Background: an optimization exercise with open tools, aiming at small area and few clock cycles. Do not read the settings as production practice.
Function was checked by simulation only, so behaviour that the tests miss may differ from the original.
Power is estimated from default activity; no workload was simulated.

**flow/run.sh**
```bash
#!/bin/bash
# Standard layout with three changes: synthesis maps logic with an
# area-oriented ABC script and without the adder step (flow/synth.tcl,
# flow/area.abc), the port
# buffers are plain buf_1 cells, and clock tree
# synthesis adds no dummy loads.
set -euo pipefail
here=$(pwd)
bash standard.sh "SYNTH_SCRIPT=$here/flow/synth.tcl" \
  "ADDER_MAP_FILE=" \
  "CTS_ARGS=-sink_clustering_enable -repair_clock_nets -dont_use_dummy_load" \
  "BUFFER_PORTS_ARGS=-buffer_cell sky130_fd_sc_hd__buf_1" \
  finish > flow_make.log 2>&1
```
**design.v**
```verilog
`timescale 1ns / 1ps
module ad9958_buffer(
    input         clock,
    input         load,
    input         load_amp,
    input  [31:0] ftw_ch0,
    input  [31:0] ftw_ch1,
    input  [9:0]  asf_ch0,
    input  [9:0]  asf_ch1,
    input  [3:0]  slot,
    output [3:0]  nibble
);
   reg [63:0] buf_r;
   always @(posedge clock) begin
      if (load) begin
         buf_r[63:42] <= ftw_ch0[31:10];
         buf_r[31:10] <= ftw_ch1[31:10];
         buf_r[41:32] <= load_amp ? asf_ch0 : ftw_ch0[9:0];
         buf_r[9:0]   <= load_amp ? asf_ch1 : ftw_ch1[9:0];
      end
   end
   assign nibble = buf_r[{~slot, 2'b00} +: 4];
endmodule
`timescale 1ns / 1ps
module ad9958_master(
    input         clock,
    input         reset_n,
    output        cs,
    output        sclk,
    output [3:0]  sdio,
    output        master_reset,
    output        io_update,
    input  [31:0] ftw_ch0,
    input  [31:0] ftw_ch1,
    input  [9:0]  asf_ch0,
    input  [9:0]  asf_ch1
);
   assign cs = 1'b0;
   assign master_reset = 1'b0;
   reg        sclk_r;
   reg [3:0]  n;
   reg [1:0]  st;
   reg        ch;
   reg        amp;
   wire last     = &n;
   wire need_iou = ch | st[1];
   wire to_iou   = sclk_r & last & need_iou;
   wire restart  = (n[3:1] == 3'd0) | (last & ~need_iou);
   wire [3:0] start = (st == 2'd0) ? 4'd2 : 4'd8;
   always @(posedge clock) begin
      if (~reset_n) begin
         sclk_r <= 1'b1;
         n      <= 4'd1;
         st     <= 2'd1;
         ch     <= 1'b0;
      end else if (~sclk_r) begin
         sclk_r <= 1'b1;
      end else begin
         sclk_r <= to_iou;
         if (restart)
            n <= start;
         else if (st == 2'd0 & amp & n == 4'd7)
            n <= 4'd12;
         else
            n <= n + 4'd1;
         if (last) begin
            ch <= ~ch;
            if (st != 2'd0 & (st != 2'd1 | ch))
               st <= st + 2'd1;
            if (st == 2'd3)
               amp <= 1'b0;
            else if (ch)
               amp <= ~amp;
         end
      end
   end
   wire [3:0] data_nib;
   ad9958_buffer data_buf(
      .clock(clock), .load(to_iou), .load_amp((st == 2'd0) & ~amp),
      .ftw_ch0(ftw_ch0), .ftw_ch1(ftw_ch1), .asf_ch0(asf_ch0), .asf_ch1(asf_ch1),
      .slot({ch, n[2:0]}), .nibble(data_nib));
   reg [3:0] sdio_c;
   always @(*) begin
      case (st)
        2'd1: sdio_c = {3'b000, ch & ((n == 4'd8) | (n == 4'd9) | (n == 4'd13) | (n == 4'd14))};
        2'd2: sdio_c = (n[2:0] == 3'd1) ? 4'h1 : (n[2:0] == 3'd2) ? 4'hA :
                       (n[2:0] == 3'd3) ? 4'h8 : 4'h0;
        2'd3: sdio_c = (n[2:0] == 3'd1) ? 4'h3 : (n[2:0] == 3'd5) ? 4'h1 : 4'h0;
        default:
          case (n)
            4'd4:  sdio_c = ch ? 4'h8 : 4'h4;
            4'd5:  sdio_c = 4'h6;
            4'd7:  sdio_c = amp ? 4'h6 : 4'h4;
            4'd12: sdio_c = amp ? 4'h1 : data_nib;
            4'd13: sdio_c = amp ? {2'b00, data_nib[1:0]} : data_nib;
            default: sdio_c = n[3] ? data_nib : 4'h0;
          endcase
      endcase
   end
   assign sclk = sclk_r;
   assign sdio = sdio_c;
   assign io_update = sclk_r & (n == 4'd0);
endmodule
```
**flow/area.abc**
```
strash
dc2
dc2
dch -f
amap
```
**config.mk**
```make
export PLATFORM = sky130hd
export DESIGN_NAME = ad9958_master
export DESIGN_NICKNAME = ad9958_master
export VERILOG_FILES = /design/flow/design.v
export SDC_FILE = /design/flow/constraint.sdc
export NUM_CORES = 4
export LEC_CHECK = 0
export CAP_MARGIN = 20
export CORE_MARGIN = 2
export CORE_UTILIZATION = 40
export SLEW_MARGIN = 20
```
**standard.sh**
```bash
#!/bin/bash
# synth_recipe.tcl (not shown) runs the flow's synth.tcl, then flattens the netlist and writes it again
# the make line also repeats each setting of config.mk as NAME=value (left out here)
make -C /OpenROAD-flow-scripts/flow DESIGN_CONFIG=/design/flow/config.mk WORK_HOME=/design/flow/orfs CLKGATE_MAP_FILE= SYNTH_SCRIPT=/design/flow/synth_recipe.tcl "${@:-finish}"
```
**flow/synth.tcl**
```tcl
set ::area_abc_script [file join [file dirname [file normalize [info script]]] area.abc]
proc synth {args} { yosys synth -nofsm -noshare {*}$args }
proc abc {args} {
  set i [lsearch -exact $args -script]
  if { $i >= 0 } { lset args [expr { $i + 1 }] $::area_abc_script }
  puts "abc script: $::area_abc_script"
  yosys abc {*}$args
}
source $::env(SCRIPTS_DIR)/synth.tcl
# left out here: clear keep_hierarchy, flatten, clean up, hide names made inside functions, write 1_2_yosys.v
```
**constraint.sdc**
```tcl
create_clock -name core_clock -period 5.0 [get_ports {clock}]
set_input_delay 1.0000 -clock core_clock [delete_from_list [all_inputs] [get_ports {clock}]]
set_output_delay 1.0000 -clock core_clock [all_outputs]
set_load 0.01 [all_outputs]
```
==> results of run 1 <==
==> kinds of logic after synthesis <==
logic type             count (synthesis)  share of synthesized area (%)
AOI/OAI and AO/OA                     80                           20.3
buffers and inverters                 16                           2.23
DFF                                   73                           69.7
other                                  1                          0.124
and+or+nand+nor                       54                           7.72
==> sequential cells by signal, summed over array words and instances, names as in the netlist <==
signal and count:
amp 1, data_buf.buf_r 64, st 2, ch 1
n 4, sclk_r 1
==> layer usage <==
layer | vias to the layer above | GRT usage, %
li1 | 1135 | -
met2 | 118 | 28.6
met4 | 0 | 5.81
met5 | - | 0
met3 | 6 | 5.64
met1 | 1118 | 25.8
==> worst register-to-register path, cell delays in order (launching register included) <==
cell and delay [ps]:
dfxtp_1 450, clkinv_1 220, nor2_1 480, nand3_1 250
nor2_1 230, clkinv_1 200, a21oi_4 680, buf_12 320
==> Yosys cell counts <==
cell type and number:
edfxtp_1 65, nor2_1 20, o22a_1 20, a21oi_1 16, clkinv_1 14, nand2_1 14
a222oi_1 11, nand3_1 10, a31oi_1 8, dfxtp_1 8, a221oi_1 7, nor3_1 5
a221o_1 3, a22oi_1 3, o21ai_0 3, a32oi_1 2, buf_4 2, nor4_1 2
o22ai_1 2, a211oi_1 1, a31o_1 1, conb_1 1, nand4_1 1, o211ai_1 1
o221ai_1 1, o31ai_1 1, or2_0 1, or3_1 1
==> per-stage QoR <==
stage / instance area (sq um) / power [W] / std cells / hold WS (ps) / setup WS (ps)
floorplan: 3040 / 0.000752 / 225 / 510 / 954
global placement: 3550 / 0.000799 / 419 / 547 / 1650
finish: 3680 / 0.00113 / 428 / 595 / 1160
detailed placement: 3550 / 0.000801 / 419 / 583 / 1570
CTS: 3680 / 0.00114 / 428 / 591 / 1180
global route: 3680 / 0.00118 / 428 / 618 / 825
==> report_power, final <==
part	switching (W)	leakage [nW]	total [W]	internal, W
registers	0.00000783	0.650	0.000674	0.000666
clock network	0.000184	0.0647	0.000345	0.000161
logic	0.0000629	0.399	0.000115	0.0000523
total	0.000255	1.11	0.00113	0.000879
==> final timing paths <==
| check | end | cells after the start | from | slack [ps] |
|---|---|---|---|---|
| max | sdio[1] | 9 | n[1]$_SDFFE_PN0P_ | 1160 |
| min | n[0]$_SDFFE_PN1P_ | 1 | sclk_r$_SDFF_PN1_ | 590 |
| min reg2reg | n[0]$_SDFFE_PN1P_ | 1 | sclk_r$_SDFF_PN1_ | 590 |
| max reg2reg | data_buf.buf_r[7]$_DFFE_PP_ | 7 | n[1]$_SDFFE_PN0P_ | 1840 |
==> cell type report <==
type	instances	area, sq um	area share, %
sequential	73	2110	57.4
multi-input combinational	136	867	23.6
timing repair buffer	97	399	10.9
clock buffer	9	124	3.37
tap	99	124	3.37
inverter	14	52.6	1.43
==> flow_summary_export.csv, run 1 <==
group,metric,value,unit
global_route,first_global_vias,2372,
routing,routed_wl,7.29,mm
sta,timing.final.crit_share,76.8,%
routing,wl_met3,547,um
synth,synth_cell_types,28,
routing,m1WireLength,3.28,mm
die,core-area,7290,sq um
sta,timing.slew.headroom,43.8,%
clocking,cts_max_path_buffers,2,
synth,synth_area,3030,sq um
sta,finalSetupViolations,0,
synth,syn_inst,224,
place,hpwlAfterDp,5.15,mm
routing,drt_iter0_drc,169,
clocking,cts_tree,"built",
pwr,peakVddDrop,133,uV
sta,fin_setup_tns,0,ps
pwr,powerDensity,308,nW/um^2
clocking,htree_levels,3,
synth,synth-seq-area-share,69.7,%
layout,syn2layout_area_growth,21.3,%
routing,dr_total_vias,2377,
routing,vias_per_cell,5.55,
worst_setup_path,cp_slowest_cell,"nor2_1",
worst_setup_path,critPathMaxStageDelay,480,ps
worst_setup_path,end_kind,"primary output",
die,start_util,41.6,%
routing,wl_met2,3.40,mm
clocking,numCtsBuffers,9,
synth,synth_area_leader_cell,"edfxtp_1",
clocking,cts_root_buf,"clkbuf_8",
die,fp.dieH,91.1,um
pwr,p_leak,1.11,nW
clocking,postCtsSetupRepairBufs,0,
routing,drc,0,
clocking,path_clk_slew,60,ps
worst_setup_path,crit_required,4000,ps
clocking,clock_sinks,73,
global_route,grt_max_degree,43,
job,drv_cap,0,
place,place_congestion,0.960,
global_route,grt_pass1_wl,12.0,mm
clocking,hold_buffers,0,
synth,synth_top_area_share,64.4,%
synth,synth_area_leaders,"edfxtp_1 64%, o22a_1 5.8%, dfxtp_1 5.3%",
global_route,overflow,0,
die,dieArea,8290,sq um
layout,mostFrequentLayoutCells,"91 x buf_1, 65 x edfxtp_1, 20 x nor2_1, 20 x o22a_1, 15 x a21oi_1",
sta,finClkSkew,17.6,ps
worst_setup_path,cp_cell_sequence,"clkinv_1 -> nor2_1 -> buf_4 -> a222oi_1 -> a221oi_1 -> a31o_1 -> a31oi_1 -> o22ai_1 -> buf_1",
clocking,cts_resized,0,
global_route,grtUsageTotal,18.7,%
global_route,antenna_found_initial,0,
sta,finalHoldViolations,0,
worst_setup_path,path_class,"flip-flop to primary output",
sta,rsz0062_at_grt,"no",
sta,tightest_slew,841,ps
layout,postLayoutCoreUtil,50.4,%
die,rows,31,
die,die_w,91.1,um
sta,slew_violations,0,
synth,yosys_warnings,2,
layout,final_common_cell,"buf_1",
layout,nNetsFinal,417,
synth,ys_ff_latch,73,
worst_setup_path,startpoint_type,"flip-flop",
worst_setup_path,cp_max_fo,12,
sta,clock.fmax,261,MHz
min_path,hp-class,"flip-flop to flip-flop",
layout,num_antenna_cells,0,
routing,top_layer_used,"met4",
routing,ant_nets,0,
synth,post_synth.cell_area_avg,13.5,sq um
sta,min_period,3840,ps
worst_setup_path,critPathArrivalTime,2840,ps
die,pin_count,94,
worst_setup_path,critPathTopFamily,"compound AO/OA/AOI/OAI gates",
layout,drive_gt1_share,4.86,%
routing,routedWlPerCell,17.0,um
routing,firstDrtPassIters,5,
layout,fillers,675,
place,io_buffers,91,
clocking,worstSkewPairLatency,340,ps
run_status,outcome,"timing/DRC/antenna clean",
worst_setup_path,crit_buf_inv,3,
Testbench counts, summed over its fixed seeds: cycles 12,162.
==> run 2: changes to the inputs <==
--- a/config.mk
+++ b/config.mk
@@ -10,2 +10,3 @@
 export CORE_UTILIZATION = 40
+export CTS_BUF_LIST = sky130_fd_sc_hd__clkbuf_16
 export SLEW_MARGIN = 20
==> run 2 against run 1 <==
  * Still clean
  * Wire length is the same
  * Worst hold slack is the same
  * Synthesized cell count is the same
  * Clock-buffer cell count is the same
  * First-iteration DRC count is the same
  * Synthesized area is the same
  * Setup slack is the same
  * Final area is the same
  * Cell count is the same
==> flow_summary_export.csv, run 2 <==
group,metric,value,unit
routing,vias_per_cell,5.55,
layout,nNetsFinal,417,
synth,ys_ff_latch,73,
sta,rsz0062_at_grt,"no",
clocking,worstSkewPairLatency,340,ps
worst_setup_path,critPathMaxStageDelay,480,ps
layout,register_area,2110,sq um
clocking,cts_resized,0,
layout,reg_top3,"data_buf.buf_r: 64 flops, n: 4 flops, st: 2 flops",
synth,synth_top_area_share,64.4,%
worst_setup_path,reg2reg_slack,1840,ps
layout,drive_gt1_share,4.86,%
synth,synth_area_leaders,"edfxtp_1 64%, o22a_1 5.8%, dfxtp_1 5.3%",
routing,routed_wl,7.29,mm
worst_setup_path,startpoint_type,"flip-flop",
die,pin_count,94,
worst_setup_path,cp_max_fo,12,
clocking,hold_buffers,0,
clocking,clock_sinks,73,
sta,min_period,3840,ps
place,place_congestion,0.960,
layout,largest_register,"data_buf.buf_r",
clocking,path_clk_slew,60,ps
global_route,antenna_found_initial,0,
global_route,grt_pass1_wl,12.0,mm
clocking,numCtsBuffers,9,
routing,drc,0,
global_route,grt_max_degree,43,
global_route,grtUsageTotal,18.7,%
worst_setup_path,cp_cell_sequence,"clkinv_1 -> nor2_1 -> buf_4 -> a222oi_1 -> a221oi_1 -> a31o_1 -> a31oi_1 -> o22ai_1 -> buf_1",
place,io_buffers,91,
sta,finalHoldViolations,0,
synth,post_synth.cell_area_avg,13.5,sq um
sta,fin_ws,1160,ps
synth,synth_cell_types,28,
routing,m1WireLength,3.28,mm
synth,synth_ff_type,"edfxtp_1",
die,start_util,41.6,%
layout,syn2layout_area_growth,21.3,%
routing,drt_iter0_drc,169,
worst_setup_path,crit_required,4000,ps
routing,firstDrtPassIters,5,
routing,ant_nets,0,
place,dp_slack,1570,ps
synth,synth-edff-count,65,
layout,fillers,675,
die,dieArea,8290,sq um
routing,dr_total_vias,2377,
global_route,overflow,0,
die,fp.dieH,91.1,um
min_path,hp-class,"flip-flop to flip-flop",
synth,async_flop_share,0,%
sta,finClkSkew,17.6,ps
worst_setup_path,cp_slowest_cell,"nor2_1",
clocking,cts_root_buf,"clkbuf_8",
layout,num_antenna_cells,0,
sta,tightest_slew,841,ps
layout,largest_reg_flops,64,
layout,multi_input_area,867,sq um
place,place_area,3550,sq um
place,hpwlAfterDp,5.15,mm
layout,mostFrequentLayoutCells,"91 x buf_1, 65 x edfxtp_1, 20 x nor2_1, 20 x o22a_1, 15 x a21oi_1",
synth,synth_commonest_cells,"65 x edfxtp_1, 20 x nor2_1, 20 x o22a_1, 16 x a21oi_1",
job,drv_cap,0,
routing,top_layer_used,"met4",
pwr,powerDensity,308,nW/um^2
worst_setup_path,critPathArrivalTime,2840,ps
clocking,htree_levels,3,
layout,final_area,3680,sq um
pwr,peakVddDrop,133,uV
clocking,postCtsSetupRepairBufs,0,
routing,routedWlPerCell,17.0,um
layout,final_common_cell,"buf_1",
pwr,p_leak,1.11,nW
sta,finalSetupViolations,0,
sta,timing.slew.headroom,43.8,%
die,die_w,91.1,um
synth,yosys_warnings,2,
clocking,cts_tree,"built",
synth,synth-seq-area-share,69.7,%
global_route,first_global_vias,2372,
sta,timing.final.crit_share,76.8,%
synth,yosysMostFrequentCell,"edfxtp_1",
sta,slew_violations,0,
sta,fin_setup_tns,0,ps
pwr,total_power,0.00113,W
worst_setup_path,end_kind,"primary output",
worst_setup_path,path_class,"flip-flop to primary output",
die,rows,31,
clocking,cts_max_path_buffers,2,
sta,clock.fmax,261,MHz
routing,wl_met3,547,um
synth,synth_area_leader_cell,"edfxtp_1",
die,core-area,7290,sq um
synth,syn_inst,224,
synth,synth_area,3030,sq um
routing,wl_met2,3.40,mm
run_status,outcome,"timing/DRC/antenna clean",
-- run 2: cell counts after synthesis --
No cell type changed its count.
-- run 2: area by class of cell --
| cell class | instances | share of cell area, % |
|---|---|---|
| multi-input combinational | 136 | 23.6 |
| timing repair buffer | 97 | 10.9 |
| sequential | 73 | 57.4 |
| tap | 99 | 3.37 |
| inverter | 14 | 1.43 |
| clock buffer | 9 | 3.37 |
-- run 2: power breakdown --
| group | switching, W | internal, W |
|---|---|---|
| Combinational | 0.0000629 | 0.0000523 |
| Clock | 0.000184 | 0.000161 |
| Sequential | 0.00000783 | 0.000666 |
| Total | 0.000255 | 0.000879 |
-- run 2: logic make-up (layout without fill, tap and decap cells) --
logic type / Yosys count / after routing / share of synthesized area (%)
buf+inv: 16 / 120 / 2.23
flops: 73 / 73 / 69.7
other cells: 1 / 2 / 0.124
simple gates: 54 / 54 / 7.72
compound gates: 80 / 80 / 20.3
-- run 2: critical path, delay by kind of cell (launching register included) --
kind / cells / cell delay, ps
buf+inv: 3 / 700
compound gates: 5 / 880
flops: 1 / 450
simple gates: 1 / 480
-- run 2: path summary, 6_finish.rpt --
check,endpoint,from,cells past startpoint
max,sdio[1],n[1]$_SDFFE_PN0P_,9
min,n[0]$_SDFFE_PN1P_,sclk_r$_SDFF_PN1_,1
max reg2reg,data_buf.buf_r[7]$_DFFE_PP_,n[1]$_SDFFE_PN0P_,7
min reg2reg,n[0]$_SDFFE_PN1P_,sclk_r$_SDFF_PN1_,1
-- run 2: routing by layer --
| metal | vias to the layer above | GRT usage [%] |
|---|---|---|
| met5 | - | 0 |
| met2 | 118 | 28.6 |
| met1 | 1118 | 25.8 |
| met4 | 0 | 5.81 |
| li1 | 1135 | - |
| met3 | 6 | 5.64 |
-- run 2: through the flow --
step	utilization, %	std cells	hold slack, ps
floorplan	-	225	510
global placement	48.7	419	547
detailed placement	48.7	419	583
CTS	50.4	428	591
global route	50.4	428	618
finish	50.4	428	595
==> run 3: changes to the inputs <==
--- a/flow/run.sh
+++ b/flow/run.sh
@@ -10,3 +10,3 @@
   "ADDER_MAP_FILE=" \
-  "CTS_ARGS=-sink_clustering_enable -repair_clock_nets -dont_use_dummy_load" \
+  "CTS_ARGS=-sink_clustering_enable -repair_clock_nets -dont_use_dummy_load -buf_list sky130_fd_sc_hd__clkbuf_16" \
   "BUFFER_PORTS_ARGS=-buffer_cell sky130_fd_sc_hd__buf_1" \
--- a/config.mk
+++ b/config.mk
@@ -10,3 +10,2 @@
 export CORE_UTILIZATION = 40
-export CTS_BUF_LIST = sky130_fd_sc_hd__clkbuf_16
 export SLEW_MARGIN = 20
==> run 3 against run 2 <==
  * Non-clock buffer count is the same
  * Via count grew 0.76%
  * Sequential power is essentially flat
  * Power grew 16%
  * Setup slack lost 71 ps
  * Largest cell class unchanged
  * Global-route usage grew 0.30 points
  * Synthesized area is the same
  * Critical path type unchanged
  * Clock-buffer cell count is the same
  * First-iteration DRC count grew 19%
  * Still clean
  * Cell count is the same
  * Flip-flop and latch count is the same
==> flow_summary_export.csv, run 3 <==
group,metric,value,unit
pwr,total_power,0.00132,W
layout,reg_top3,"data_buf.buf_r: 64 flops, n: 4 flops, st: 2 flops",
die,die_w,91.1,um
worst_setup_path,path_class,"flip-flop to primary output",
pwr,sw_frac_of_total,21.3,%
global_route,overflow,0,
worst_setup_path,cp_max_fo,12,
routing,drt_iter0_drc,201,
job,drv_cap,0,
layout,num_antenna_cells,0,
place,hpwlAfterDp,5.15,mm
synth,synth-seq-area-share,69.7,%
synth,yosys_warnings,2,
synth,async_flop_share,0,%
clocking,path_clk_slew,50,ps
sta,timing.final.crit_share,78.2,%
worst_setup_path,reg2reg_slack,1780,ps
routing,dr_total_vias,2395,
synth,yosysMostFrequentCell,"edfxtp_1",
sta,finClkSkew,15.2,ps
pwr,seq_power_share,51.3,%
die,dieArea,8290,sq um
die,rows,31,
pwr,p_int,0.00103,W
pwr,power.switching,0.000281,W
worst_setup_path,startpoint_type,"flip-flop",
synth,post_synth.cell_area_avg,13.5,sq um
worst_setup_path,crit_required,4000,ps
sta,timing.slew.headroom,43.8,%
synth,synth_commonest_cells,"65 x edfxtp_1, 20 x nor2_1, 20 x o22a_1, 16 x a21oi_1",
synth,synth_top_area_share,64.4,%
synth,synth_cell_types,28,
place,io_buffers,91,
global_route,use_met2,29.4,%
sta,fin_setup_tns,0,ps
routing,vias_per_cell,5.60,
sta,min_period,3910,ps
layout,largest_register,"data_buf.buf_r",
global_route,met3_usage,4.98,%
routing,routed_wl,7.41,mm
synth,synth_area_leader_cell,"edfxtp_1",
sta,clock.fmax,256,MHz
die,fp.dieH,91.1,um
pwr,powerDensity,348,nW/um^2
synth,ys_ff_latch,73,
clocking,postCtsSetupRepairBufs,0,
pwr,p_leak,1.16,nW
global_route,grt_busiest_layer,"met2",
pwr,combPwrFrac,8.8,%
clocking,cts_root_buf,"clkbuf_16",
synth,synth_area_leaders,"edfxtp_1 64%, o22a_1 5.8%, dfxtp_1 5.3%",
clocking,hold_buffers,0,
sta,rsz0062_at_grt,"no",
die,pin_count,94,
sta,slew_violations,0,
layout,largest_reg_flops,64,
synth,syn_inst,224,
global_route,grt_pass1_wl,12.1,mm
clocking,cts_tree,"built",
pwr,p_clk_share,39.9,%
routing,ant_nets,0,
place,place_congestion,0.960,
global_route,first_global_vias,2368,
synth,synth-edff-count,65,
global_route,grt_use_met1,26.3,%
layout,mostFrequentLayoutCells,"91 x buf_1, 65 x edfxtp_1, 20 x nor2_1, 20 x o22a_1, 15 x a21oi_1",
die,start_util,41.6,%
clocking,clock_sinks,73,
layout,drive_gt1_share,4.86,%
clocking,htree_levels,3,
pwr,peakVddDrop,192,uV
clocking,worstSkewPairLatency,330,ps
run_status,outcome,"timing/DRC/antenna clean",
layout,nNetsFinal,417,
synth,synth_area,3030,sq um
sta,finalSetupViolations,0,
routing,firstDrtPassIters,5,
sta,fin_ws,1090,ps
routing,drc,0,
global_route,grtUsageTotal,19.0,%
place,dp_slack,1570,ps
sta,finalHoldViolations,0,
layout,syn2layout_area_growth,24.7,%
clocking,cts_resized,0,
sta,tightest_slew,841,ps
routing,routedWlPerCell,17.3,um
worst_setup_path,end_kind,"primary output",
synth,synth_ff_type,"edfxtp_1",
worst_setup_path,critPathArrivalTime,2910,ps
min_path,hp-class,"flip-flop to flip-flop",
layout,final_common_cell,"buf_1",
clocking,cts_max_path_buffers,2,
die,core-area,7290,sq um
global_route,grt_max_degree,43,
global_route,antenna_found_initial,0,
clocking,numCtsBuffers,9,
-- run 3: cell types whose count changed in the layout (fill, tap and decap cells not counted) --
cell,before,now
clkbuf_16,0,9
clkbuf_8,9,0
-- run 3: through the flow --
step | util [%] | cells | hold WS [ps] | instance area [sq um]
final | 51.8 | 428 | 590 | 3780
after global routing | 51.8 | 428 | 616 | 3780
after CTS | 51.8 | 428 | 593 | 3780
after detailed placement | 48.7 | 419 | 583 | 3550
after global placement | 48.7 | 419 | 547 | 3550
after floorplan | - | 225 | 510 | 3040
-- run 3: power by group through the flow --
stage / Combinational [W] / Sequential, W / Clock (W)
2_1_floorplan: 0.0000670 / 0.000685 / 0
3_3_place_gp: 0.000112 / 0.000686 / 0
3_5_place_dp: 0.000114 / 0.000687 / 0
4_1_cts: 0.000115 / 0.000675 / 0.000533
5_1_grt: 0.000130 / 0.000675 / 0.000555
6_report: 0.000116 / 0.000675 / 0.000524
-- run 3: worst paths after layout --
path | from | cells after the start | endpoint
max | n[1]$_SDFFE_PN0P_ | 9 | sdio[1]
min | sclk_r$_SDFF_PN1_ | 1 | n[0]$_SDFFE_PN1P_
max reg2reg | n[1]$_SDFFE_PN0P_ | 7 | data_buf.buf_r[7]$_DFFE_PP_
min reg2reg | sclk_r$_SDFF_PN1_ | 1 | n[0]$_SDFFE_PN1P_
-- run 3: cell type report --
type / instances / area [sq um]
Timing Repair Buffer: 97 / 399
Multi-Input combinational cell: 136 / 867
Inverter: 14 / 52.6
Fill cell: 666 / 3510
Tap cell: 99 / 124
Sequential cell: 73 / 2110
Clock buffer: 9 / 225
-- run 3: routing by layer --
| metal | wire length, um | part of all wire [%] |
|---|---|---|
| met5 | 0 | 0 |
| met4 | 90 | 1.2 |
| met3 | 470 | 6.3 |
| met2 | 3540 | 48 |
| met1 | 3310 | 45 |
-- run 3: kinds of logic (layout without fill, tap and decap cells) --
kind of cell    count (synthesis)  count (layout)  share of synthesized area (%)
flops                          73              73                           69.7
compound gates                 80              80                           20.3
other cells                     1               2                          0.124
buf+inv                        16             120                           2.23
simple gates                   54              54                           7.72
-- run 3: critical path, stage by stage, from the launching register on --
cell and delay, ps:
dfxtp_1 450, clkinv_1 230, nor2_1 520, buf_4 310, a222oi_1 110, a221oi_1 330
a31o_1 160, a31oi_1 80, o22ai_1 210, buf_1 180
==> run 4: changes to the inputs <==
--- a/flow/run.sh
+++ b/flow/run.sh
@@ -10,3 +10,3 @@
   "ADDER_MAP_FILE=" \
-  "CTS_ARGS=-sink_clustering_enable -repair_clock_nets -dont_use_dummy_load -buf_list sky130_fd_sc_hd__clkbuf_16" \
+  "CTS_ARGS=-repair_clock_nets -dont_use_dummy_load" \
   "BUFFER_PORTS_ARGS=-buffer_cell sky130_fd_sc_hd__buf_1" \
==> run 4 against run 3 <==
  * Synthesized area unchanged
  * Still clean
  * Final area down 2.7%
  * Flip-flop and latch count unchanged
  * Fmax up 1.8%
  * Critical endpoint unchanged
  * Synthesized cell count unchanged
  * First-iteration DRC count down 16%
  * Critical path depth unchanged
==> flow_summary_export.csv, run 4 <==
group,metric,value,unit
run_status,outcome,"timing/DRC/antenna clean",
synth,syn_inst,224,
die,dieArea,8290,sq um
global_route,first_global_vias,2372,
sta,slew_violations,0,
routing,top_layer_used,"met4",
synth,ys_ff_latch,73,
synth,post_synth.cell_area_avg,13.5,sq um
routing,routedWlPerCell,17.0,um
clocking,numCtsBuffers,9,
routing,ant_nets,0,
pwr,peakVddDrop,133,uV
sta,timing.slew.headroom,43.8,%
pwr,power.switching,0.000255,W
global_route,grt_max_degree,43,
layout,nNetsFinal,417,
sta,fin_hold_ws,595,ps
pwr,p_leak,1.11,nW
layout,largest_register,"data_buf.buf_r",
layout,postLayoutCoreUtil,50.4,%
die,fp.dieH,91.1,um
clocking,hold_buffers,0,
layout,fillers,675,
routing,wl_met2,3.40,mm
pwr,combPwrFrac,10.2,%
sta,finalSetupViolations,0,
layout,num_antenna_cells,0,
routing,drc,0,
sta,fin_setup_tns,0,ps
pwr,p_int,0.000879,W
synth,synth_commonest_cells,"65 x edfxtp_1, 20 x nor2_1, 20 x o22a_1, 16 x a21oi_1",
layout,final_common_cell,"buf_1",
place,io_buffers,91,
worst_setup_path,critPathArrivalTime,2840,ps
layout,syn2layout_area_growth,21.3,%
min_path,worstHoldStart,"sclk_r$_SDFF_PN1_",
worst_setup_path,reg2reg_slack,1840,ps
synth,synth_top_area_share,64.4,%
synth,yosysMostFrequentCell,"edfxtp_1",
pwr,seq_power_share,59.4,%
routing,m1WireLength,3.28,mm
clocking,worstSkewPairLatency,340,ps
synth,synth-seq-area-share,69.7,%
clocking,cts_root_buf,"clkbuf_8",
layout,reg_top3,"data_buf.buf_r: 64 flops, n: 4 flops, st: 2 flops",
worst_setup_path,cp_max_fo,12,
synth,yosys_warnings,2,
global_route,grtUsageTotal,18.7,%
global_route,antenna_found_initial,0,
die,die_w,91.1,um
clocking,clock_sinks,73,
clocking,path_clk_slew,60,ps
global_route,overflow,0,
synth,synth_ff_type,"edfxtp_1",
synth,synth_cell_types,28,
worst_setup_path,path_class,"flip-flop to primary output",
sta,finClkSkew,17.6,ps
sta,min_period,3840,ps
global_route,grt_pass1_wl,12.0,mm
worst_setup_path,r2r_end,"data_buf.buf_r[7]$_DFFE_PP_",
pwr,powerDensity,308,nW/um^2
clocking,cts_tree,"built",
sta,timing.final.crit_share,76.8,%
min_path,min_to,"n[0]$_SDFFE_PN1P_",
min_path,hp-class,"flip-flop to flip-flop",
synth,synth_area_leaders,"edfxtp_1 64%, o22a_1 5.8%, dfxtp_1 5.3%",
pwr,sw_frac_of_total,22.5,%
layout,drive_gt1_share,4.86,%
routing,routed_wl,7.29,mm
sta,clock.fmax,261,MHz
sta,rsz0062_at_grt,"no",
synth,synth-edff-count,65,
place,hpwlAfterDp,5.15,mm
die,rows,31,
clocking,htree_levels,3,
job,drv_cap,0,
sta,tightest_slew,841,ps
routing,vias_per_cell,5.55,
layout,largest_reg_flops,64,
place,place_congestion,0.960,
worst_setup_path,r2r_start,"n[1]$_SDFFE_PN0P_",
routing,dr_total_vias,2377,
synth,synth_area_leader_cell,"edfxtp_1",
pwr,p_clk_share,30.4,%
worst_setup_path,crit_required,4000,ps
layout,mostFrequentLayoutCells,"91 x buf_1, 65 x edfxtp_1, 20 x nor2_1, 20 x o22a_1, 15 x a21oi_1",
clocking,cts_resized,0,
routing,wl_met3,547,um
die,core-area,7290,sq um
min_path,min_path_cells,1,
clocking,postCtsSetupRepairBufs,0,
routing,drt_iter0_drc,169,
sta,finalHoldViolations,0,
synth,synth_area,3030,sq um
die,start_util,41.6,%
routing,firstDrtPassIters,5,
worst_setup_path,end_kind,"primary output",
clocking,cts_max_path_buffers,2,
die,pin_count,94,
worst_setup_path,reg2reg_depth,7,
worst_setup_path,startpoint_type,"flip-flop",
synth,async_flop_share,0,%
-- run 4: cell counts after synthesis --
No cell type changed its count.
-- run 4: per-layer routing --
layer | vias to the layer above | track usage, %
li1 | 1135 | -
met1 | 1118 | 25.8
met2 | 118 | 28.6
met3 | 6 | 5.64
met4 | 0 | 5.81
met5 | - | 0
-- run 4: logic make-up (layout without fill, tap and decap cells) --
kind of cell           after synthesis  in the layout  share of synthesized area, %
AO/OA/AOI/OAI                       80             80                          20.3
flip-flops                          73             73                          69.7
AND/OR/NAND/NOR                     54             54                          7.72
buffers and inverters               16            120                          2.23
other                                1              2                         0.124
-- run 4: how the worst max path moves through the flow --
stage	end	startpoint	slack [ps]
floorplan	data_buf.buf_r[0]$_DFFE_PP_	n[1]$_SDFFE_PN0P_	950
global placement	sdio[3]	n[1]$_SDFFE_PN0P_	1650
detailed placement	sdio[3]	n[1]$_SDFFE_PN0P_	1570
CTS	sdio[1]	n[1]$_SDFFE_PN0P_	1180
global route	sdio[1]	n[1]$_SDFFE_PN0P_	820
finish	sdio[1]	n[1]$_SDFFE_PN0P_	1160
-- run 4: worst max-delay path, stage by stage, from the launching register on --
cell and delay (ps):
dfxtp_1 450, clkinv_1 220, nor2_1 480, buf_4 300
a222oi_1 110, a221oi_1 330, a31o_1 160, a31oi_1 80
o22ai_1 200, buf_1 180
-- run 4: final cells by class --
type	count	area (sq um)	area share, %
Inverter	14	52.6	1.43
Sequential cell	73	2110	57.4
Tap cell	99	124	3.37
Multi-Input combinational cell	136	867	23.6
Timing Repair Buffer	97	399	10.9
Clock buffer	9	124	3.37
-- run 4: power groups by stage --
stage | clock network (W) | registers, W | logic (W)
2_1_floorplan | 0 | 0.000685 | 0.0000670
3_3_place_gp | 0 | 0.000686 | 0.000112
3_5_place_dp | 0 | 0.000687 | 0.000114
4_1_cts | 0.000355 | 0.000674 | 0.000115
5_1_grt | 0.000380 | 0.000674 | 0.000130
6_report | 0.000345 | 0.000674 | 0.000115
-- run 4: stage by stage --
stage,power (W),std cells,setup slack [ps],cell area [sq um]
final,0.00113,428,1160,3680
after global routing,0.00118,428,825,3680
after CTS,0.00114,428,1180,3680
after detailed placement,0.000801,419,1570,3550
after global placement,0.000799,419,1650,3550
after floorplan,0.000752,225,954,3040
==> run 5: changes to the inputs <==
--- a/flow/run.sh
+++ b/flow/run.sh
@@ -10,3 +10,3 @@
   "ADDER_MAP_FILE=" \
-  "CTS_ARGS=-repair_clock_nets -dont_use_dummy_load" \
+  "CTS_ARGS=-sink_clustering_enable -repair_clock_nets -dont_use_dummy_load -buf_list sky130_fd_sc_hd__clkbuf_8 -sink_clustering_size 40 -sink_clustering_max_diameter 200" \
   "BUFFER_PORTS_ARGS=-buffer_cell sky130_fd_sc_hd__buf_1" \
==> run 5 against run 4 <==
  * Global-route usage unchanged
  * Via count did not move
  * Cell count unchanged
  * Register-to-register slack barely moved
  * Core utilization unchanged
  * Synthesized cell count is the same
  * Worst hold slack unchanged
  * Wire length is the same
  * Critical path depth stayed put
  * Largest cell class unchanged
==> flow_summary_export.csv, run 5 <==
group,metric,value,unit
run_status,outcome,"timing/DRC/antenna clean",
sta,finClkSkew,17.6,ps
pwr,seq_power_share,59.4,%
sta,clock.fmax,261,MHz
worst_setup_path,cp_slowest_cell,"nor2_1",
worst_setup_path,critPathArrivalTime,2840,ps
synth,ys_ff_latch,73,
clocking,cts_root_buf,"clkbuf_8",
clocking,path_clk_slew,60,ps
routing,vias_per_cell,5.55,
global_route,overflow,0,
pwr,p_int,0.000879,W
synth,yosys_warnings,2,
pwr,power.switching,0.000255,W
routing,firstDrtPassIters,5,
place,place_congestion,0.960,
die,rows,31,
worst_setup_path,critPathMaxStageDelay,480,ps
layout,mostFrequentLayoutCells,"91 x buf_1, 65 x edfxtp_1, 20 x nor2_1, 20 x o22a_1, 15 x a21oi_1",
sta,tightest_slew,841,ps
synth,post_synth.cell_area_avg,13.5,sq um
routing,routedWlPerCell,17.0,um
layout,syn2layout_area_growth,21.3,%
clocking,numCtsBuffers,9,
global_route,grt_max_degree,43,
layout,largest_reg_flops,64,
die,die_w,91.1,um
worst_setup_path,cp_cell_sequence,"clkinv_1 -> nor2_1 -> buf_4 -> a222oi_1 -> a221oi_1 -> a31o_1 -> a31oi_1 -> o22ai_1 -> buf_1",
pwr,p_leak,1.11,nW
global_route,grtUsageTotal,18.7,%
clocking,hold_buffers,0,
sta,rsz0062_at_grt,"no",
synth,synth_cell_types,28,
layout,largest_register,"data_buf.buf_r",
synth,synth_commonest_cells,"65 x edfxtp_1, 20 x nor2_1, 20 x o22a_1, 16 x a21oi_1",
global_route,first_global_vias,2372,
synth,synth-edff-count,65,
routing,ant_nets,0,
pwr,peakVddDrop,133,uV
min_path,hp-class,"flip-flop to flip-flop",
die,core-area,7290,sq um
sta,fin_hold_ws,595,ps
sta,finalHoldViolations,0,
clocking,cts_resized,0,
routing,dr_total_vias,2377,
worst_setup_path,crit_required,4000,ps
sta,fin_setup_tns,0,ps
layout,nNetsFinal,417,
die,dieArea,8290,sq um
sta,timing.final.crit_share,76.8,%
die,fp.dieH,91.1,um
clocking,postCtsSetupRepairBufs,0,
die,pin_count,94,
sta,fin_ws,1160,ps
worst_setup_path,path_class,"flip-flop to primary output",
synth,yosysMostFrequentCell,"edfxtp_1",
sta,timing.slew.headroom,43.8,%
synth,synth_area,3030,sq um
sta,slew_violations,0,
synth,synth_ff_type,"edfxtp_1",
pwr,total_power,0.00113,W
place,hpwlAfterDp,5.15,mm
pwr,powerDensity,308,nW/um^2
routing,routed_wl,7.29,mm
clocking,worstSkewPairLatency,340,ps
routing,drt_iter0_drc,169,
synth,synth_top_area_share,64.4,%
sta,min_period,3840,ps
place,dp_slack,1570,ps
pwr,combPwrFrac,10.2,%
die,start_util,41.6,%
routing,drc,0,
pwr,p_clk_share,30.4,%
layout,reg_top3,"data_buf.buf_r: 64 flops, n: 4 flops, st: 2 flops",
place,io_buffers,91,
pwr,sw_frac_of_total,22.5,%
clocking,cts_tree,"built",
worst_setup_path,cp_max_fo,12,
clocking,clock_sinks,73,
layout,num_antenna_cells,0,
layout,postLayoutCoreUtil,50.4,%
synth,synth-seq-area-share,69.7,%
layout,drive_gt1_share,4.86,%
worst_setup_path,end_kind,"primary output",
synth,synth_area_leaders,"edfxtp_1 64%, o22a_1 5.8%, dfxtp_1 5.3%",
layout,final_common_cell,"buf_1",
synth,syn_inst,224,
synth,synth_area_leader_cell,"edfxtp_1",
clocking,htree_levels,3,
sta,finalSetupViolations,0,
global_route,grt_pass1_wl,12.0,mm
worst_setup_path,startpoint_type,"flip-flop",
global_route,antenna_found_initial,0,
synth,async_flop_share,0,%
job,drv_cap,0,
worst_setup_path,reg2reg_slack,1840,ps
clocking,cts_max_path_buffers,2,
## run 5: cell counts after synthesis
Identical to the previous run, type by type.
## run 5: cell families (layout without fill, tap and decap cells)
family	count (synthesis)	after routing	share of synthesized area (%)
compound gates	80	80	20.3
buf+inv	16	120	2.23
flops	73	73	69.7
other cells	1	2	0.124
simple gates	54	54	7.72
## run 5: layout make-up
type	instances	area (sq um)
Fill cell	675	3610
Sequential cell	73	2110
Multi-Input combinational cell	136	867
Timing Repair Buffer	97	399
Clock buffer	9	124
Tap cell	99	124
Inverter	14	52.6
## run 5: worst max-delay path: cells and delay by family (launching register included)
| family | cells | cell delay (ps) |
|---|---|---|
| flip-flops | 1 | 450 |
| AND/OR/NAND/NOR | 1 | 480 |
| buffers and inverters | 3 | 700 |
| AO/OA/AOI/OAI | 5 | 880 |
## run 5: worst paths after layout
| check | startpoint | endpoint | cells past startpoint |
|---|---|---|---|
| max | n[1]$_SDFFE_PN0P_ | sdio[1] | 9 |
| min | sclk_r$_SDFF_PN1_ | n[0]$_SDFFE_PN1P_ | 1 |
| max reg2reg | n[1]$_SDFFE_PN0P_ | data_buf.buf_r[7]$_DFFE_PP_ | 7 |
| min reg2reg | sclk_r$_SDFF_PN1_ | n[0]$_SDFFE_PN1P_ | 1 |
## run 5: power by group through the flow
stage               sequential (W)  clock (W)  combinational (W)
finish                    0.000674   0.000345           0.000115
global route              0.000674   0.000380           0.000130
CTS                       0.000674   0.000355           0.000115
detailed placement        0.000687          0           0.000114
global placement          0.000686          0           0.000112
floorplan                 0.000685          0          0.0000670
## run 5: metal layers
layer / share of wire (%) / track usage, % / vias to the layer above
li1: - / - / 1135
met1: 45 / 25.8 / 1118
met2: 47 / 28.6 / 118
met3: 7.5 / 5.64 / 6
met4: 0.78 / 5.81 / 0
met5: 0 / 0 / -
## run 5: stage by stage
stage / cells / cell area, sq um
final: 428 / 3680
after global placement: 419 / 3550
after global routing: 428 / 3680
after detailed placement: 419 / 3550
after floorplan: 225 / 3040
after CTS: 428 / 3680
==> run 6: changes to the inputs <==
--- a/flow/run.sh
+++ b/flow/run.sh
@@ -10,3 +10,3 @@
   "ADDER_MAP_FILE=" \
-  "CTS_ARGS=-sink_clustering_enable -repair_clock_nets -dont_use_dummy_load -buf_list sky130_fd_sc_hd__clkbuf_8 -sink_clustering_size 40 -sink_clustering_max_diameter 200" \
+  "CTS_ARGS=-sink_clustering_enable -repair_clock_nets -dont_use_dummy_load" \
   "BUFFER_PORTS_ARGS=-buffer_cell sky130_fd_sc_hd__buf_1" \
--- a/config.mk
+++ b/config.mk
@@ -10,2 +10,3 @@
 export CORE_UTILIZATION = 40
+export GPL_TIMING_DRIVEN = 0
 export SLEW_MARGIN = 20
==> run 6 against run 5 <==
  * Non-clock buffer count rose by 1
  * Worst hold slack got worse by 22 ps
  * Clock skew rose by 3.9 ps
  * Clock-buffer cell count did not move
  * Largest cell class unchanged
  * Power rose by 0.69%
  * Synthesized area did not move
  * Cell count rose by 0.23%
  * Critical path type unchanged
  * Clock power barely moved
  * Synthesized cell count did not move
  * Sequential share of layout area fell by 1.0 points
  * Flip-flop and latch count did not move
==> flow_summary_export.csv, run 6 <==
group,metric,value,unit
clocking,cts_root_buf,"clkbuf_8",
routing,ant_nets,0,
routing,drc,0,
die,die_w,91.1,um
clocking,path_clk_slew,50,ps
routing,dr_total_vias,2390,
worst_setup_path,crit_required,4000,ps
synth,synth_cell_types,28,
job,drv_cap,0,
die,fp.dieH,91.1,um
synth,synth-edff-count,65,
routing,routedWlPerCell,17.0,um
run_status,outcome,"timing/DRC/antenna clean",
synth,synth-seq-area-share,69.7,%
layout,reg_top3,"data_buf.buf_r: 64 flops, n: 4 flops, st: 2 flops",
layout,mostFrequentLayoutCells,"91 x buf_1, 65 x edfxtp_1, 20 x o22a_1, 15 x nor2_1, 15 x a21oi_1",
min_path,hp-class,"flip-flop to flip-flop",
sta,timing.slew.headroom,32.8,%
worst_setup_path,critPathMaxStageDelay,490,ps
global_route,overflow,0,
global_route,grtUsageTotal,18.4,%
synth,ys_ff_latch,73,
synth,synth_area,3030,sq um
place,dp_slack,1450,ps
sta,finClkSkew,21.5,ps
die,core-area,7290,sq um
die,pin_count,94,
layout,largest_register,"data_buf.buf_r",
layout,register_area,2110,sq um
worst_setup_path,cp_slowest_cell,"dfxtp_1",
sta,fin_setup_tns,0,ps
routing,drt_iter0_drc,269,
worst_setup_path,path_class,"flip-flop to primary output",
worst_setup_path,cp_max_fo,13,
layout,syn2layout_area_growth,23.5,%
worst_setup_path,critPathTopFamily,"compound AO/OA/AOI/OAI gates",
synth,post_synth.cell_area_avg,13.5,sq um
routing,routed_wl,7.31,mm
pwr,powerDensity,305,nW/um^2
synth,async_flop_share,0,%
sta,finalSetupViolations,0,
sta,tightest_slew,1010,ps
worst_setup_path,end_kind,"primary output",
clocking,cts_tree,"built",
clocking,postCtsSetupRepairBufs,0,
layout,final_common_cell,"buf_1",
worst_setup_path,worst_path_most_repeated_cell,"a31oi_1",
layout,largest_reg_flops,64,
worst_setup_path,critPathArrivalTime,2940,ps
layout,num_antenna_cells,0,
synth,synth_commonest_cells,"65 x edfxtp_1, 20 x nor2_1, 20 x o22a_1, 16 x a21oi_1",
clocking,numCtsBuffers,9,
pwr,p_leak,1.13,nW
sta,fin_ws,1060,ps
clocking,clock_sinks,73,
layout,nNetsFinal,418,
place,hpwlAfterDp,4.97,mm
clocking,cts_max_path_buffers,2,
sta,slew_violations,0,
sta,min_period,3940,ps
clocking,worstSkewPairLatency,340,ps
routing,firstDrtPassIters,5,
synth,yosys_warnings,2,
synth,synth_ff_type,"edfxtp_1",
die,start_util,41.6,%
layout,drive_gt1_share,6.67,%
layout,fillers,698,
worst_setup_path,cp_cell_sequence,"clkinv_1 -> nor2_2 -> buf_8 -> a222oi_1 -> a221oi_1 -> a31oi_1 -> nor2_1 -> a31oi_1 -> o22ai_1 -> buf_1",
routing,vias_per_cell,5.57,
global_route,first_global_vias,2281,
pwr,peakVddDrop,187,uV
synth,synth_area_leader_cell,"edfxtp_1",
pwr,total_power,0.00114,W
sta,timing.final.crit_share,78.8,%
synth,syn_inst,224,
clocking,cts_resized,0,
sta,finalHoldViolations,0,
die,rows,31,
place,io_buffers,91,
sta,rsz0062_at_grt,"no",
layout,postLayoutCoreUtil,51.4,%
synth,yosysMostFrequentCell,"edfxtp_1",
synth,synth_top_area_share,64.4,%
clocking,htree_levels,3,
synth,synth_area_leaders,"edfxtp_1 64%, o22a_1 5.8%, dfxtp_1 5.3%",
sta,clock.fmax,254,MHz
layout,multi_input_area,880,sq um
place,place_congestion,0.910,
global_route,grt_pass1_wl,11.7,mm
global_route,grt_max_degree,27,
clocking,hold_buffers,0,
die,dieArea,8290,sq um
worst_setup_path,startpoint_type,"flip-flop",
global_route,antenna_found_initial,0,
worst_setup_path,crit_buf_inv,3,
run 6: cell types whose count changed in the layout (fill, tap and decap cells not counted):
cell	change
buf_16	+2
buf_12	-1
nor2_1	-5
nor2_2	+5
buf_6	+1
buf_4	-3
buf_8	+2
run 6: per-stage QoR:
step	instance area, sq um	instances	hold WS [ps]
detailed placement	3620	420	554
CTS	3740	429	568
floorplan	3040	225	510
global route	3740	429	612
global placement	3500	415	544
finish	3740	429	572
run 6: area by class of cell:
type / count / area share (%)
buffer: 2 / 0.401
timing repair buffer: 96 / 11.7
clock buffer: 9 / 3.31
inverter: 14 / 1.40
sequential: 73 / 56.4
tap: 99 / 3.31
multi-input combinational: 136 / 23.5
run 6: kinds of logic after synthesis:
| logic type | synth area share [%] |
|---|---|
| simple gates | 7.72 |
| buf+inv | 2.23 |
| flops | 69.7 |
| compound gates | 20.3 |
| other cells | 0.124 |
run 6: routing by layer:
| metal | global-route usage, % | wire length [um] | vias up |
|---|---|---|---|
| met5 | 0 | 0 | - |
| met4 | 7.07 | 131 | 0 |
| met3 | 4.98 | 525 | 15 |
| met2 | 27.7 | 3390 | 112 |
| met1 | 25.4 | 3270 | 1124 |
| li1 | - | - | 1139 |
run 6: worst register-to-register path: stages, from the launching register on:
cell and delay [ps]:
dfxtp_1 490, clkinv_1 300, nor2_2 440, buf_8 220, nand3_1 170, nor2_1 230
clkinv_1 210, a21oi_4 640, buf_16 260
run 6: worst paths after layout:
check | slack (ps) | start | endpoint | cells after the start
max | 1060 | n[1]$_SDFFE_PN0P_ | sdio[3] | 10
min | 570 | st[0]$_SDFFE_PN1P_ | st[0]$_SDFFE_PN1P_ | 2
max reg2reg | 1750 | n[1]$_SDFFE_PN0P_ | data_buf.buf_r[44]$_DFFE_PP_ | 8
min reg2reg | 570 | st[0]$_SDFFE_PN1P_ | st[0]$_SDFFE_PN1P_ | 2
run 6: report_power, final:
part,total [W],leakage (nW),internal (W),switching (W)
sequential,0.000675,0.650,0.000666,0.00000828
clock,0.000343,0.0647,0.000160,0.000182
combinational,0.000125,0.418,0.0000551,0.0000695
==> run 7: changes to the inputs <==
--- a/config.mk
+++ b/config.mk
@@ -7,3 +7,3 @@
 export LEC_CHECK = 0
-export CAP_MARGIN = 20
+export CAP_MARGIN = 0
 export CORE_MARGIN = 2
@@ -11,2 +11,2 @@
 export GPL_TIMING_DRIVEN = 0
-export SLEW_MARGIN = 20
+export SLEW_MARGIN = 0
==> run 7 against run 6 <==
  * Synthesized area unchanged
  * Die area unchanged
  * Clock power about the same
  * Critical path depth unchanged
==> flow_summary_export.csv, run 7 <==
group,metric,value,unit
run_status,outcome,"timing/DRC/antenna clean",
clocking,postCtsSetupRepairBufs,0,
worst_setup_path,r2r_start,"n[1]$_SDFFE_PN0P_",
worst_setup_path,path_class,"flip-flop to primary output",
layout,largest_reg_flops,64,
min_path,hp-class,"flip-flop to flip-flop",
place,hpwlAfterDp,5.03,mm
synth,ys_ff_latch,73,
pwr,sw_frac_of_total,22.9,%
worst_setup_path,end_kind,"primary output",
worst_setup_path,critPathTopFamily,"compound AO/OA/AOI/OAI gates",
clocking,path_clk_slew,50,ps
layout,drive_gt1_share,6.65,%
worst_setup_path,worst_path_most_repeated_cell,"a31oi_1",
synth,post_synth.cell_area_avg,13.5,sq um
sta,timing.final.crit_share,78.7,%
worst_setup_path,startpoint_type,"flip-flop",
worst_setup_path,critPathMaxStageDelay,490,ps
clocking,clock_sinks,73,
routing,firstDrtPassIters,5,
clocking,htree_levels,3,
worst_setup_path,crit_buf_inv,3,
pwr,total_power,0.00114,W
layout,mostFrequentLayoutCells,"91 x buf_1, 65 x edfxtp_1, 20 x o22a_1, 16 x nor2_1, 15 x a21oi_1",
clocking,worstSkewPairLatency,340,ps
synth,yosysMostFrequentCell,"edfxtp_1",
place,place_congestion,0.910,
layout,finalNonFillerCells,430,
clocking,cts_resized,0,
routing,dr_total_vias,2420,
synth,synth_top_area_share,64.4,%
routing,routed_wl,7.30,mm
routing,vias_per_cell,5.63,
global_route,antenna_found_initial,0,
routing,routedWlPerCell,17.0,um
sta,min_period,3930,ps
clocking,cts_tree,"built",
synth,synth-seq-area-share,69.7,%
worst_setup_path,reg2reg_slack,1790,ps
global_route,grt_pass1_wl,11.9,mm
synth,synth_area_leader_cell,"edfxtp_1",
place,place_area,3620,sq um
pwr,seq_power_share,58.9,%
die,pin_count,94,
synth,synth_commonest_cells,"65 x edfxtp_1, 20 x nor2_1, 20 x o22a_1, 16 x a21oi_1",
layout,nNetsFinal,419,
clocking,hold_buffers,0,
worst_setup_path,cp_max_fo,13,
synth,synth-edff-count,65,
sta,rsz0062_at_grt,"no",
global_route,overflow,0,
die,fp.dieH,91.1,um
worst_setup_path,cp_slowest_cell,"dfxtp_1",
synth,synth_cell_types,28,
worst_setup_path,cp_cell_sequence,"clkinv_1 -> nor2_2 -> buf_8 -> a222oi_1 -> a221oi_1 -> a31oi_1 -> nor2_1 -> a31oi_1 -> o22ai_1 -> buf_1",
pwr,combPwrFrac,10.9,%
die,start_util,41.6,%
pwr,peakVddDrop,156,uV
sta,tightest_slew,841,ps
global_route,grtUsageTotal,18.5,%
global_route,grt_max_degree,28,
job,drv_cap,0,
min_path,min_to,"st[0]$_SDFFE_PN1P_",
sta,finClkSkew,20.1,ps
pwr,p_leak,1.14,nW
min_path,min_path_cells,2,
synth,synth_area,3030,sq um
layout,largest_register,"data_buf.buf_r",
pwr,p_clk_share,30.2,%
routing,drc,0,
worst_setup_path,critPathArrivalTime,2930,ps
synth,async_flop_share,0,%
layout,reg_top3,"data_buf.buf_r: 64 flops, n: 4 flops, st: 2 flops",
synth,yosys_warnings,2,
die,die_w,91.1,um
place,io_buffers,91,
die,rows,31,
pwr,p_int,0.000882,W
sta,clock.fmax,254,MHz
worst_setup_path,reg2reg_depth,8,
layout,final_common_cell,"buf_1",
synth,synth_ff_type,"edfxtp_1",
synth,syn_inst,224,
pwr,powerDensity,305,nW/um^2
routing,ant_nets,0,
worst_setup_path,crit_required,4000,ps
pwr,power.switching,0.000263,W
die,dieArea,8290,sq um
layout,syn2layout_area_growth,23.7,%
layout,final_area,3750,sq um
worst_setup_path,r2r_end,"data_buf.buf_r[37]$_DFFE_PP_",
layout,fillers,705,
sta,finalSetupViolations,0,
place,post-place-cells,421,
min_path,worstHoldStart,"st[0]$_SDFFE_PN1P_",
synth,synth_area_leaders,"edfxtp_1 64%, o22a_1 5.8%, dfxtp_1 5.3%",
sta,slew_violations,0,
routing,drt_iter0_drc,192,
clocking,cts_max_path_buffers,2,
die,core-area,7290,sq um
global_route,first_global_vias,2326,
clocking,cts_root_buf,"clkbuf_8",
clocking,numCtsBuffers,9,
sta,finalHoldViolations,0,
layout,num_antenna_cells,0,
sta,timing.slew.headroom,43.8,%
==> run 7: per-layer routing <==
metal	wire length, um	up-vias	GRT usage (%)
met5	0	-	0
met4	190	0	8.96
met3	527	14	5.15
met2	3360	107	27.6
met1	3220	1159	25.1
li1	-	1140	-
==> run 7: worst max-delay path by stage <==
stage                                  from                            to  slack, ps  cells past startpoint
after floorplan           n[1]$_SDFFE_PN0P_   data_buf.buf_r[0]$_DFFE_PP_        950                      6
after global placement    n[1]$_SDFFE_PN0P_  data_buf.buf_r[26]$_DFFE_PP_       -710                      6
after detailed placement  n[1]$_SDFFE_PN0P_                       sdio[3]       1250                      8
after CTS                 n[1]$_SDFFE_PN0P_                       sdio[3]        880                      8
after global routing      n[1]$_SDFFE_PN0P_                       sdio[3]        880                     10
final                     n[1]$_SDFFE_PN0P_                       sdio[3]       1070                     10
==> run 7: cells by family after synthesis <==
| logic type | share of synthesized area [%] |
|---|---|
| flops | 69.7 |
| other cells | 0.124 |
| buf+inv | 2.23 |
| compound gates | 20.3 |
| simple gates | 7.72 |
==> run 7: power by group through the flow <==
stage          Combinational, W  Clock [W]  Sequential (W)
2_1_floorplan         0.0000670          0        0.000685
3_3_place_gp           0.000115          0        0.000687
3_5_place_dp           0.000124          0        0.000687
4_1_cts                0.000125   0.000356        0.000674
5_1_grt                0.000138   0.000381        0.000675
6_report               0.000125   0.000345        0.000675
==> run 7: layout make-up <==
cell class	count	area, sq um	area share, %
inverter	14	52.6	1.40
tap	99	124	3.30
clock buffer	9	124	3.30
timing repair buffer	97	445	11.9
multi-input combinational	136	877	23.4
buffer	2	15.0	0.400
sequential	73	2110	56.3
==> run 7: metrics by stage <==
stage	utilization, %	setup TNS [ps]	hold WS [ps]	setup WS, ps
after floorplan	-	0	510	954
after global placement	48.1	-46430	544	-707
after detailed placement	49.7	0	570	1250
after CTS	51.4	0	583	879
after global routing	51.4	0	612	880
final	51.4	0	589	1070
==> run 7: tightest hold or removal path: cells and delay by family, from the launching register on <==
| kind | cells | cell delay (ps) |
|---|---|---|
| AO/OA/AOI/OAI | 1 | 100 |
| flip-flops | 1 | 330 |
| buffers and inverters | 1 | 100 |
==> run 8: changes to the inputs <==
--- a/config.mk
+++ b/config.mk
@@ -7,6 +7,5 @@
 export LEC_CHECK = 0
-export CAP_MARGIN = 0
+export CAP_MARGIN = 20
 export CORE_MARGIN = 2
-export CORE_UTILIZATION = 40
-export GPL_TIMING_DRIVEN = 0
-export SLEW_MARGIN = 0
+export CORE_UTILIZATION = 60
+export SLEW_MARGIN = 20
==> run 8 against run 7 <==
  * Register-to-register slack better by 190 ps
  * Clock power about the same
  * Sequential share of layout area up 1.7 points
  * First-iteration DRC count up 140%
==> flow_summary_export.csv, run 8 <==
group,metric,value,unit
clocking,hold_buffers,0,
layout,final_common_cell,"buf_1",
run_status,outcome,"timing/DRC/antenna clean",
min_path,hp-class,"flip-flop to flip-flop",
synth,yosys_warnings,2,
routing,routed_wl,7.06,mm
synth,syn_inst,224,
synth,synth_commonest_cells,"65 x edfxtp_1, 20 x nor2_1, 20 x o22a_1, 16 x a21oi_1",
synth,synth-edff-count,65,
place,io_buffers,91,
synth,synth-seq-area-share,69.7,%
worst_setup_path,crit_required,4000,ps
worst_setup_path,end_kind,"primary output",
die,core-area,4790,sq um
layout,drive_gt1_share,4.86,%
layout,syn2layout_area_growth,20.0,%
sta,slew_violations,0,
layout,num_antenna_cells,0,
routing,drc,0,
layout,reg_top3,"data_buf.buf_r: 64 flops, n: 4 flops, st: 2 flops",
sta,timing.final.crit_share,74.5,%
clocking,htree_levels,3,
clocking,cts_tree,"built",
worst_setup_path,cp_max_fo,15,
synth,async_flop_share,0,%
sta,fin_setup_tns,0,ps
sta,finClkSkew,22.3,ps
clocking,worstSkewPairLatency,350,ps
sta,min_period,3730,ps
synth,synth_top_area_share,64.4,%
global_route,overflow,0,
sta,timing.slew.headroom,44.9,%
global_route,antenna_found_initial,0,
routing,drt_iter0_drc,469,
layout,largest_reg_flops,64,
worst_setup_path,startpoint_type,"flip-flop",
routing,vias_per_cell,6.25,
synth,yosysMostFrequentCell,"edfxtp_1",
routing,dr_total_vias,2475,
pwr,powerDensity,313,nW/um^2
synth,synth_area_leader_cell,"edfxtp_1",
synth,post_synth.cell_area_avg,13.5,sq um
die,pin_count,94,
clocking,cts_resized,0,
synth,ys_ff_latch,73,
clocking,postCtsSetupRepairBufs,0,
global_route,grt_pass1_wl,11.2,mm
synth,synth_ff_type,"edfxtp_1",
global_route,grt_max_degree,42,
place,place_congestion,0.901,
die,start_util,63.3,%
sta,rsz0062_at_grt,"no",
layout,nNetsFinal,417,
layout,mostFrequentLayoutCells,"91 x buf_1, 65 x edfxtp_1, 20 x nor2_1, 20 x o22a_1, 15 x a21oi_1",
worst_setup_path,critPathArrivalTime,2730,ps
clocking,cts_root_buf,"clkbuf_8",
clocking,path_clk_slew,60,ps
pwr,peakVddDrop,218,uV
sta,clock.fmax,268,MHz
global_route,grtUsageTotal,27.6,%
synth,synth_area_leaders,"edfxtp_1 64%, o22a_1 5.8%, dfxtp_1 5.3%",
pwr,p_leak,1.11,nW
die,fp.dieH,75.1,um
die,dieArea,5640,sq um
sta,tightest_slew,825,ps
synth,synth_cell_types,28,
place,hpwlAfterDp,4.80,mm
global_route,first_global_vias,2350,
clocking,clock_sinks,73,
layout,largest_register,"data_buf.buf_r",
clocking,cts_max_path_buffers,2,
clocking,numCtsBuffers,9,
die,die_w,75.1,um
sta,fin_hold_ws,582,ps
worst_setup_path,path_class,"flip-flop to primary output",
sta,finalHoldViolations,0,
synth,synth_area,3030,sq um
routing,firstDrtPassIters,6,
die,rows,25,
job,drv_cap,0,
sta,finalSetupViolations,0,
routing,routedWlPerCell,17.8,um
routing,ant_nets,0,
run 8: cell families (layout without fill, tap and decap cells):
group	after synthesis	after routing	synth area share [%]
compound gates	80	80	20.3
flops	73	73	69.7
simple gates	54	54	7.72
buf+inv	16	120	2.23
other cells	1	2	0.124
run 8: layout make-up:
| class | count | area, sq um |
|---|---|---|
| Fill cell | 323 | 1150 |
| Sequential cell | 73 | 2110 |
| Clock buffer | 9 | 124 |
| Timing Repair Buffer | 97 | 399 |
| Tap cell | 67 | 83.8 |
| Inverter | 14 | 52.6 |
| Multi-Input combinational cell | 136 | 867 |
run 8: where the power goes:
group,internal (W),leakage (nW),switching (W)
sequential,0.000666,0.650,0.00000792
clock,0.000160,0.0647,0.000187
combinational,0.0000523,0.399,0.0000641
run 8: metrics by stage:
step | area, sq um | std cells | setup slack [ps] | utilization (%) | total power [W]
finish | 3640 | 396 | 1270 | 76.0 | 0.00114
global route | 3640 | 396 | 1040 | 76.0 | 0.00118
CTS | 3640 | 396 | 1320 | 76.0 | 0.00114
detailed placement | 3510 | 387 | 1700 | 73.4 | 0.000801
global placement | 3510 | 387 | 1760 | 73.4 | 0.000800
floorplan | 3040 | 225 | 954 | - | 0.000752
run 8: worst max-delay path, stage by stage (launching register included):
cell      delay [ps]
dfxtp_1          450
clkinv_1         220
nor2_1           340
buf_4            290
a222oi_1         140
a221oi_1         360
a31oi_1           70
nor2_1           120
a31oi_1           50
o22ai_1          140
buf_1            180
run 8: path summary, 6_finish.rpt:
path	end	startpoint	depth (start not counted)	slack, ps
hold reg to reg	st[0]$_SDFFE_PN1P_	st[0]$_SDFFE_PN1P_	2	580
setup reg to reg	data_buf.buf_r[2]$_DFFE_PP_	n[1]$_SDFFE_PN0P_	7	1980
hold / removal	st[0]$_SDFFE_PN1P_	st[0]$_SDFFE_PN1P_	2	580
setup / recovery	sdio[3]	n[1]$_SDFFE_PN0P_	10	1270
run 8: metal layers:
layer | routed length, um | GRT usage (%)
met1 | 2820 | 36.0
met2 | 3400 | 41.8
met3 | 675 | 8.30
met4 | 171 | 14.9
met5 | 0 | 0

-- afterwards: timing with drivers on the ports --
No port has a modelled driver above. Below, the same layouts with a new extraction and two added sets of constraints.
Step 1 sets driving cells, clkbuf_16 on the clock port and buf_2 on the other inputs (assumed; they add their load-dependent delay and slew).
Step 2, shift: input delay + t, output delay - t, t = (earliest + latest rising clock arrival at the registers) / 2. This alone moves slack from input paths to output paths.
Three values: no drivers, after step 1, after step 2; two values: the first two.
run | t (ns) | setup WS [ns] | hold slack, ns | cell pins on the clock port's net
run 1 | 0.362 | 1.161 / 1.132 / 1.494 | 0.595 / 0.595 / 0.595 | 1
run 2 | 0.362 | 1.161 / 1.132 / 1.494 | 0.595 / 0.595 / 0.595 | 1
run 3 | 0.358 | 1.091 / 1.055 / 1.413 | 0.590 / 0.590 / 0.590 | 1
run 4 | 0.362 | 1.161 / 1.132 / 1.494 | 0.595 / 0.595 / 0.595 | 1
run 5 | 0.362 | 1.161 / 1.132 / 1.494 | 0.595 / 0.595 / 0.595 | 1
run 6 | 0.362 | 1.058 / 1.029 / 1.391 | 0.572 / 0.572 / 0.572 | 1
run 7 | 0.360 | 1.066 / 1.037 / 1.397 | 0.589 / 0.589 / 0.589 | 1
run 8 | 0.372 | 1.275 / 1.244 / 1.616 | 0.582 / 0.582 / 0.582 | 1
After both steps every run listed still meets setup and hold.
